This design comes from an exercise in tuning for small area and a short achievable clock period on the open sky130 flow, not from production work. At most, simulation tests tie the RTL to the original design; equivalence was not proved.

==> inputs of run M <==
// fp32_mul
module fp32_mul (
    input wire          clk         ,
    input wire          rst_n       ,
    input wire [31:0]   a           ,        
    input wire [31:0]   b           ,        
    input wire          in_valid    ,        
    output reg          out_valid   ,        
    output reg [31:0]   result               
);
Settings: LEC_CHECK=0, ABC_AREA=1, CAP_MARGIN=20, CORE_MARGIN=2, CORE_UTILIZATION=40, SETUP_SLACK_MARGIN=5, SLEW_MARGIN=20, SYNTH_HIERARCHICAL=1, SYNTH_MINIMUM_KEEP_SIZE=0; clock period 10.0 ns.
standard.sh (not shown) runs the stock make flow with config.mk's settings and CLKGATE_MAP_FILE= SYNTH_SCRIPT=/design/flow/synth_recipe.tcl, a recipe that flattens the netlist after the stock synthesis.
==> flow/flow/run.sh <==
#!/bin/bash
# The standard layout (standard.sh) with two changes: the ports are buffered
# by buf_2 cells instead of the default delay buffers, and the setup repair
# aims for a slack of 5 ns. Synthesis is unchanged.
set -euo pipefail
sed "s/SETUP_SLACK_MARGIN=[0-9.]*/SETUP_SLACK_MARGIN=5/" standard.sh > standard_margin.sh
bash standard_margin.sh BUFFER_PORTS_ARGS="-buffer_cell sky130_fd_sc_hd__buf_2" finish > flow_make.log 2>&1
==> inputs of run F, as changes to run M <==
--- a/flow/design.v
+++ b/flow/design.v
@@ -150,31 +150,30 @@
                        rsa[2] | rsa[3], rsa[1] | rsa[3]};
     wire [4:0]  lzb = {qsb[4] | qsb[5], qsb[2] | qsb[3], qsb[1] | qsb[3] | qsb[5],
                        rsb[2] | rsb[3], rsb[1] | rsb[3]};
     reg         s1_valid;
     reg [22:0]  s1_xf, s1_yf;
-    reg [7:0]   s1_ea, s1_eb;
+    reg [8:0]   s1_esum;
     reg [4:0]   s1_lz;
     reg         s1_sign, s1_nan, s1_inf, s1_zero;
     always @(posedge clk or negedge rst_n) begin
         if (!rst_n) s1_valid <= 1'b0;
         else        s1_valid <= in_valid;
     end
     always @(posedge clk) begin
         s1_xf    <= asf;
         s1_yf    <= bsf;
-        s1_ea    <= {ea[7:1], ea[0] | a_e0};
-        s1_eb    <= {eb[7:1], eb[0] | b_e0};
+        s1_esum  <= {1'b0, ea[7:1], ea[0] | a_e0} + {1'b0, eb[7:1], eb[0] | b_e0};
         s1_lz    <= lza | lzb;
         s1_sign  <= a[31] ^ b[31];
         s1_nan   <= c_nan;
         s1_inf   <= c_inf;
         s1_zero  <= c_zero;
     end
     wire [23:0] xn  = {1'b1, s1_xf};
     wire [23:0] yn  = {1'b1, s1_yf};
-    wire [9:0]  e1  = {2'b0, s1_ea} + {2'b0, s1_eb} - 10'd127 - {5'd0, s1_lz};
+    wire [9:0]  e1  = {1'b0, s1_esum} - 10'd127 - {5'd0, s1_lz};
     wire [31:0] tzx_v = {8'hff, xn};
     wire tzx_a0_0 = tzx_v[0] | tzx_v[1];
     wire [0:0] tzx_z0_0 = ~tzx_v[0];
     wire tzx_a0_1 = tzx_v[2] | tzx_v[3];
     wire [0:0] tzx_z0_1 = ~tzx_v[2];
@@ -1290,173 +1289,94 @@
     assign cc[29] = sg4_28 | (sp4_28 & cin);
     assign cc[30] = sg4_29 | (sp4_29 & cin);
     wire [29:0] qa = pp ^ cc[29:0];
     wire [25:0] q = qa[29:4];        
     wire        h    = q[25];
-    wire        inc0 = q[0] & (s2_sticky | q[1]);
-    wire        inc1 = q[1] & (q[0] | s2_sticky | q[2]);
-    wire [24:0] t0, t1;            
-    wire ta0_1 = q[2] & q[1];
-    wire ta0_3 = q[4] & q[3];
-    wire ta0_5 = q[6] & q[5];
-    wire ta0_7 = q[8] & q[7];
-    wire ta0_9 = q[10] & q[9];
-    wire ta0_11 = q[12] & q[11];
-    wire ta0_13 = q[14] & q[13];
-    wire ta0_15 = q[16] & q[15];
-    wire ta0_17 = q[18] & q[17];
-    wire ta0_19 = q[20] & q[19];
-    wire ta0_21 = q[22] & q[21];
-    wire ta0_23 = q[24] & q[23];
-    wire ta1_2 = q[3] & ta0_1;
+    wire [23:0] sg   = h ? q[25:2] : q[24:1];
+    wire        gbit = h ? q[1] : q[0];
+    wire        sbit = (h & q[0]) | s2_sticky;
+    wire        rinc = gbit & (sbit | sg[0]);
+    wire [24:0] t0;                
+    wire ta0_1 = sg[1] & sg[0];
+    wire ta0_3 = sg[3] & sg[2];
+    wire ta0_5 = sg[5] & sg[4];
+    wire ta0_7 = sg[7] & sg[6];
+    wire ta0_9 = sg[9] & sg[8];
+    wire ta0_11 = sg[11] & sg[10];
+    wire ta0_13 = sg[13] & sg[12];
+    wire ta0_15 = sg[15] & sg[14];
+    wire ta0_17 = sg[17] & sg[16];
+    wire ta0_19 = sg[19] & sg[18];
+    wire ta0_21 = sg[21] & sg[20];
+    wire ta0_23 = sg[23] & sg[22];
+    wire ta1_2 = sg[2] & ta0_1;
     wire ta1_3 = ta0_3 & ta0_1;
-    wire ta1_6 = q[7] & ta0_5;
+    wire ta1_6 = sg[6] & ta0_5;
     wire ta1_7 = ta0_7 & ta0_5;
-    wire ta1_10 = q[11] & ta0_9;
+    wire ta1_10 = sg[10] & ta0_9;
     wire ta1_11 = ta0_11 & ta0_9;
-    wire ta1_14 = q[15] & ta0_13;
+    wire ta1_14 = sg[14] & ta0_13;
     wire ta1_15 = ta0_15 & ta0_13;
-    wire ta1_18 = q[19] & ta0_17;
+    wire ta1_18 = sg[18] & ta0_17;
     wire ta1_19 = ta0_19 & ta0_17;
-    wire ta1_22 = q[23] & ta0_21;
+    wire ta1_22 = sg[22] & ta0_21;
     wire ta1_23 = ta0_23 & ta0_21;
-    wire ta2_4 = q[5] & ta1_3;
+    wire ta2_4 = sg[4] & ta1_3;
     wire ta2_5 = ta0_5 & ta1_3;
     wire ta2_6 = ta1_6 & ta1_3;
     wire ta2_7 = ta1_7 & ta1_3;
-    wire ta2_12 = q[13] & ta1_11;
+    wire ta2_12 = sg[12] & ta1_11;
     wire ta2_13 = ta0_13 & ta1_11;
     wire ta2_14 = ta1_14 & ta1_11;
     wire ta2_15 = ta1_15 & ta1_11;
-    wire ta2_20 = q[21] & ta1_19;
+    wire ta2_20 = sg[20] & ta1_19;
     wire ta2_21 = ta0_21 & ta1_19;
     wire ta2_22 = ta1_22 & ta1_19;
     wire ta2_23 = ta1_23 & ta1_19;
-    wire ta3_8 = q[9] & ta2_7;
+    wire ta3_8 = sg[8] & ta2_7;
     wire ta3_9 = ta0_9 & ta2_7;
     wire ta3_10 = ta1_10 & ta2_7;
     wire ta3_11 = ta1_11 & ta2_7;
     wire ta3_12 = ta2_12 & ta2_7;
     wire ta3_13 = ta2_13 & ta2_7;
     wire ta3_14 = ta2_14 & ta2_7;
     wire ta3_15 = ta2_15 & ta2_7;
-    wire ta4_16 = q[17] & ta3_15;
+    wire ta4_16 = sg[16] & ta3_15;
     wire ta4_17 = ta0_17 & ta3_15;
     wire ta4_18 = ta1_18 & ta3_15;
     wire ta4_19 = ta1_19 & ta3_15;
     wire ta4_20 = ta2_20 & ta3_15;
     wire ta4_21 = ta2_21 & ta3_15;
     wire ta4_22 = ta2_22 & ta3_15;
     wire ta4_23 = ta2_23 & ta3_15;
-    wire tb0_1 = q[3] & q[2];
-    wire tb0_3 = q[5] & q[4];
-    wire tb0_5 = q[7] & q[6];
-    wire tb0_7 = q[9] & q[8];
-    wire tb0_9 = q[11] & q[10];
-    wire tb0_11 = q[13] & q[12];
-    wire tb0_13 = q[15] & q[14];
-    wire tb0_15 = q[17] & q[16];
-    wire tb0_17 = q[19] & q[18];
-    wire tb0_19 = q[21] & q[20];
-    wire tb0_21 = q[23] & q[22];
-    wire tb0_23 = q[25] & q[24];
-    wire tb1_2 = q[4] & tb0_1;
-    wire tb1_3 = tb0_3 & tb0_1;
-    wire tb1_6 = q[8] & tb0_5;
-    wire tb1_7 = tb0_7 & tb0_5;
-    wire tb1_10 = q[12] & tb0_9;
-    wire tb1_11 = tb0_11 & tb0_9;
-    wire tb1_14 = q[16] & tb0_13;
-    wire tb1_15 = tb0_15 & tb0_13;
-    wire tb1_18 = q[20] & tb0_17;
-    wire tb1_19 = tb0_19 & tb0_17;
-    wire tb1_22 = q[24] & tb0_21;
-    wire tb1_23 = tb0_23 & tb0_21;
-    wire tb2_4 = q[6] & tb1_3;
-    wire tb2_5 = tb0_5 & tb1_3;
-    wire tb2_6 = tb1_6 & tb1_3;
-    wire tb2_7 = tb1_7 & tb1_3;
-    wire tb2_12 = q[14] & tb1_11;
-    wire tb2_13 = tb0_13 & tb1_11;
-    wire tb2_14 = tb1_14 & tb1_11;
-    wire tb2_15 = tb1_15 & tb1_11;
-    wire tb2_20 = q[22] & tb1_19;
-    wire tb2_21 = tb0_21 & tb1_19;
-    wire tb2_22 = tb1_22 & tb1_19;
-    wire tb2_23 = tb1_23 & tb1_19;
-    wire tb3_8 = q[10] & tb2_7;
-    wire tb3_9 = tb0_9 & tb2_7;
-    wire tb3_10 = tb1_10 & tb2_7;
-    wire tb3_11 = tb1_11 & tb2_7;
-    wire tb3_12 = tb2_12 & tb2_7;
-    wire tb3_13 = tb2_13 & tb2_7;
-    wire tb3_14 = tb2_14 & tb2_7;
-    wire tb3_15 = tb2_15 & tb2_7;
-    wire tb4_16 = q[18] & tb3_15;
-    wire tb4_17 = tb0_17 & tb3_15;
-    wire tb4_18 = tb1_18 & tb3_15;
-    wire tb4_19 = tb1_19 & tb3_15;
-    wire tb4_20 = tb2_20 & tb3_15;
-    wire tb4_21 = tb2_21 & tb3_15;
-    wire tb4_22 = tb2_22 & tb3_15;
-    wire tb4_23 = tb2_23 & tb3_15;
     assign t0[0] = 1'b1;
-    assign t1[0] = 1'b1;
-    assign t0[1] = q[1];
-    assign t1[1] = q[2];
+    assign t0[1] = sg[0];
     assign t0[2] = ta0_1;
-    assign t1[2] = tb0_1;
     assign t0[3] = ta1_2;
-    assign t1[3] = tb1_2;
     assign t0[4] = ta1_3;
-    assign t1[4] = tb1_3;
     assign t0[5] = ta2_4;
-    assign t1[5] = tb2_4;
     assign t0[6] = ta2_5;
-    assign t1[6] = tb2_5;
     assign t0[7] = ta2_6;
-    assign t1[7] = tb2_6;
     assign t0[8] = ta2_7;
-    assign t1[8] = tb2_7;
     assign t0[9] = ta3_8;
-    assign t1[9] = tb3_8;
     assign t0[10] = ta3_9;
-    assign t1[10] = tb3_9;
     assign t0[11] = ta3_10;
-    assign t1[11] = tb3_10;
     assign t0[12] = ta3_11;
-    assign t1[12] = tb3_11;
     assign t0[13] = ta3_12;
-    assign t1[13] = tb3_12;
     assign t0[14] = ta3_13;
-    assign t1[14] = tb3_13;
     assign t0[15] = ta3_14;
-    assign t1[15] = tb3_14;
     assign t0[16] = ta3_15;
-    assign t1[16] = tb3_15;
     assign t0[17] = ta4_16;
-    assign t1[17] = tb4_16;
     assign t0[18] = ta4_17;
-    assign t1[18] = tb4_17;
     assign t0[19] = ta4_18;
-    assign t1[19] = tb4_18;
     assign t0[20] = ta4_19;
-    assign t1[20] = tb4_19;
     assign t0[21] = ta4_20;
-    assign t1[21] = tb4_20;
     assign t0[22] = ta4_21;
-    assign t1[22] = tb4_21;
     assign t0[23] = ta4_22;
-    assign t1[23] = tb4_22;
     assign t0[24] = ta4_23;
-    assign t1[24] = tb4_23;
-    wire [22:0] m0 = q[23:1] ^ ({23{inc0}} & t0[22:0]);
-    wire [22:0] m1 = q[24:2] ^ ({23{inc1}} & t1[22:0]);
-    wire        co0 = inc0 & t0[24];
-    wire        co1 = inc1 & t1[24];
-    wire [22:0] mant = h ? m1 : m0;
-    wire        rco  = h ? co1 : co0;
+    wire [22:0] mant = sg[22:0] ^ ({23{rinc}} & t0[22:0]);
+    wire        rco  = rinc & t0[24];
     wire [9:0]  e_p1 = s2_e + 10'd1;
     wire [9:0]  e_p2 = s2_e + 10'd2;
     wire        le0  = s2_e[9] | (s2_e == 10'd0);        
     wire        lem1 = s2_e[9];                           
     wire        ge255 = ~s2_e[9] & (s2_e >= 10'd255);
==> flow/flow/run.sh (replaced) <==
#!/bin/bash
# The standard layout (standard.sh) with two changes: the ports are buffered
# by buf_2 cells instead of the default delay buffers, and the setup repair
# aims for a slack of 6 ns. Synthesis is unchanged.
set -euo pipefail
sed "s/SETUP_SLACK_MARGIN=[0-9.]*/SETUP_SLACK_MARGIN=6/" standard.sh > standard_margin.sh
bash standard_margin.sh BUFFER_PORTS_ARGS="-buffer_cell sky130_fd_sc_hd__buf_2" finish > flow_make.log 2>&1
--- a/flow/config.mk
+++ b/flow/config.mk
@@ -11,5 +11,6 @@
 export CORE_UTILIZATION = 40
 export SETUP_SLACK_MARGIN = 5
 export SLEW_MARGIN = 20
 export SYNTH_HIERARCHICAL = 1
 export SYNTH_MINIMUM_KEEP_SIZE = 0
+export TNS_END_PERCENT = 10
==> inputs of run R, as changes to run M <==
--- a/flow/design.v
+++ b/flow/design.v
@@ -150,31 +150,30 @@
                        rsa[2] | rsa[3], rsa[1] | rsa[3]};
     wire [4:0]  lzb = {qsb[4] | qsb[5], qsb[2] | qsb[3], qsb[1] | qsb[3] | qsb[5],
                        rsb[2] | rsb[3], rsb[1] | rsb[3]};
     reg         s1_valid;
     reg [22:0]  s1_xf, s1_yf;
-    reg [7:0]   s1_ea, s1_eb;
+    reg [8:0]   s1_esum;
     reg [4:0]   s1_lz;
     reg         s1_sign, s1_nan, s1_inf, s1_zero;
     always @(posedge clk or negedge rst_n) begin
         if (!rst_n) s1_valid <= 1'b0;
         else        s1_valid <= in_valid;
     end
     always @(posedge clk) begin
         s1_xf    <= asf;
         s1_yf    <= bsf;
-        s1_ea    <= {ea[7:1], ea[0] | a_e0};
-        s1_eb    <= {eb[7:1], eb[0] | b_e0};
+        s1_esum  <= {1'b0, ea[7:1], ea[0] | a_e0} + {1'b0, eb[7:1], eb[0] | b_e0};
         s1_lz    <= lza | lzb;
         s1_sign  <= a[31] ^ b[31];
         s1_nan   <= c_nan;
         s1_inf   <= c_inf;
         s1_zero  <= c_zero;
     end
     wire [23:0] xn  = {1'b1, s1_xf};
     wire [23:0] yn  = {1'b1, s1_yf};
-    wire [9:0]  e1  = {2'b0, s1_ea} + {2'b0, s1_eb} - 10'd127 - {5'd0, s1_lz};
+    wire [9:0]  e1  = {1'b0, s1_esum} - 10'd127 - {5'd0, s1_lz};
     wire [31:0] tzx_v = {8'hff, xn};
     wire tzx_a0_0 = tzx_v[0] | tzx_v[1];
     wire [0:0] tzx_z0_0 = ~tzx_v[0];
     wire tzx_a0_1 = tzx_v[2] | tzx_v[3];
     wire [0:0] tzx_z0_1 = ~tzx_v[2];
==> flow/flow/run.sh (replaced) <==
#!/bin/bash
# The standard layout (standard.sh) with two changes: the ports are buffered
# by buf_2 cells instead of the default delay buffers, and the setup repair
# aims for a slack of 6 ns. Synthesis is unchanged.
set -euo pipefail
sed "s/SETUP_SLACK_MARGIN=[0-9.]*/SETUP_SLACK_MARGIN=6/" standard.sh > standard_margin.sh
bash standard_margin.sh BUFFER_PORTS_ARGS="-buffer_cell sky130_fd_sc_hd__buf_2" finish > flow_make.log 2>&1
==> flow/config.mk (replaced) <==
export PLATFORM = sky130hd
export DESIGN_NAME = fp32_mul
export DESIGN_NICKNAME = fp32_mul
export VERILOG_FILES = /design/flow/design.v
export SDC_FILE = /design/flow/constraint.sdc
export NUM_CORES = 4
export LEC_CHECK = 0
export ABC_AREA = 1
export CAP_MARGIN = 10
export CORE_MARGIN = 2
export CORE_UTILIZATION = 40
export SETUP_SLACK_MARGIN = 5
export SLEW_MARGIN = 10
export SYNTH_HIERARCHICAL = 1
export SYNTH_MINIMUM_KEEP_SIZE = 0
export TNS_END_PERCENT = 10
==> inputs of run A, as changes to run M <==
==> flow/flow/run.sh (replaced) <==
#!/bin/bash
# The standard layout (standard.sh) with two changes: the ports are buffered
# by buf_2 cells instead of the default delay buffers, and the setup repair
# aims for a slack of 6.5 ns. Synthesis is unchanged.
set -euo pipefail
sed "s/SETUP_SLACK_MARGIN=[0-9.]*/SETUP_SLACK_MARGIN=6.5/" standard.sh > standard_margin.sh
bash standard_margin.sh BUFFER_PORTS_ARGS="-buffer_cell sky130_fd_sc_hd__buf_2" finish > flow_make.log 2>&1
==> results.json <==
{
  "met1_usage_pct": 32.9,
  "outcome": "complete, no violations",
  "dieArea_mm2": 0.0571,
  "vias_per_cell": 5.85,
  "met2_usage_pct": 40.0,
  "dr_wl_met3_mm": 6.28,
  "hp-start": "s1_sign",
  "multi_input_area_mm2": 0.0172,
  "nWellTaps": 704,
  "cp_slowest_stage_delay_ns": 0.55,
  "cp_slowest_cell": "fa_1",
  "min_to": "s2_sign",
  "finalCritPeriodShare_pct": 41.7
}
[end of results for run R]
==> results.json <==
{
  "min_to": "s2_sign",
  "cp_slowest_stage_delay_ns": 0.74,
  "met2_usage_pct": 39.1,
  "critPathMaxFanout": 23,
  "yosys.area.top_type_share_pct": 24.8,
  "cp_slowest_cell": "inv_1",
  "dominant_cells": "multi-input gates",
  "dieArea_mm2": 0.0557,
  "multi_input_area_mm2": 0.0174,
  "met1_usage_pct": 32.8,
  "row_count": 84,
  "nWellTaps": 688,
  "outcome": "complete, no violations",
  "dr_wl_met3_mm": 5.40,
  "vias_per_cell": 5.78
}
[end of results for run F]
==> results.json <==
{
  "maxPowerGroup": "combinational logic",
  "synthXorXnorAreaFrac_pct": 11.1,
  "clockBufferDepth": 2,
  "met2_usage_pct": 40.3,
  "dr_wl_met3_mm": 6.01,
  "multi_input_area_mm2": 0.0167,
  "cts_num_sinks": 190,
  "dieArea_mm2": 0.0575,
  "min_to": "s2_zero",
  "final_cell_mix": "494 x nand2_1, 286 x o22ai_1, 277 x xor2_1",
  "holdPathStages": 0,
  "outcome": "complete, no violations",
  "cp_slowest_stage_delay_ns": 0.53,
  "top_register": "s2_hb",
  "seq-power_w": 0.00114,
  "worstMarginPinSlew_ns": 1.11,
  "cp_slowest_cell": "ha_1",
  "finalCritPeriodShare_pct": 48.0,
  "drive_above_1_share_pct": 9.73,
  "met1_usage_pct": 31.5,
  "hp-start": "s1_zero"
}
[end of results for run M]
==> results.json <==
{
  "maxCapViolations": 0,
  "finalCritPeriodShare_pct": 40.1,
  "netlist.top_cell.by_area": "fa_1",
  "vias_per_cell": 5.97,
  "dr_wl_met3_mm": 9.03,
  "critPathLaunchType": "flop",
  "min_to": "s2_zero",
  "cts_resized": 354,
  "nWellTaps": 748,
  "multi_input_area_mm2": 0.0195,
  "cp_slowest_cell": "fa_1",
  "met2_usage_pct": 44.7,
  "combPwrFrac_pct": 77.3,
  "cp_slowest_stage_delay_ns": 0.51,
  "detail_route.drc_violations": 0,
  "hp-start": "s1_zero",
  "met1_usage_pct": 35.9,
  "final_cells": 3759,
  "outcome": "complete, no violations",
  "ys.warnings.count": 7,
  "dieArea_mm2": 0.0575
}
[end of results for run A]
Function not checked in run F: the RTL went through the layout flow alone.

re-timing with driven ports:
How much do the figures lean on ideal ports? The routed layouts below were timed once more, with nothing changed but the port constraints. Step 1, drivers: a clkbuf_16 drives clk and a buf_2 each remaining input, both assumed. Step 2 adds t to the input delays and takes it off the output delays; t is the mean of the earliest and latest rising clock arrival at the registers after step 1. Input paths then give back, and output paths get back, about the clock's delay inside the block. Three values: ideal ports, drivers, drivers and shift; two values: the first two.
| run | t, ns | setup slack, ns | latest minus earliest clock arrival (ns) |
|---|---|---|---|
| run M | 0.560 | 5.204 / 5.204 / 4.743 | 0.023 / 0.023 |
| run F | 0.518 | 5.774 / 5.774 / 5.471 | 0.020 / 0.020 |
| run R | 0.557 | 5.829 / 5.829 / 5.355 | 0.024 / 0.024 |
| run A | 0.541 | 5.995 / 5.995 / 5.783 | 0.021 / 0.020 |
After both steps every run listed still meets setup and hold. The setup slack of run R, which loses most, moves by 0.000 ns with the drivers and by -0.474 ns with both steps.
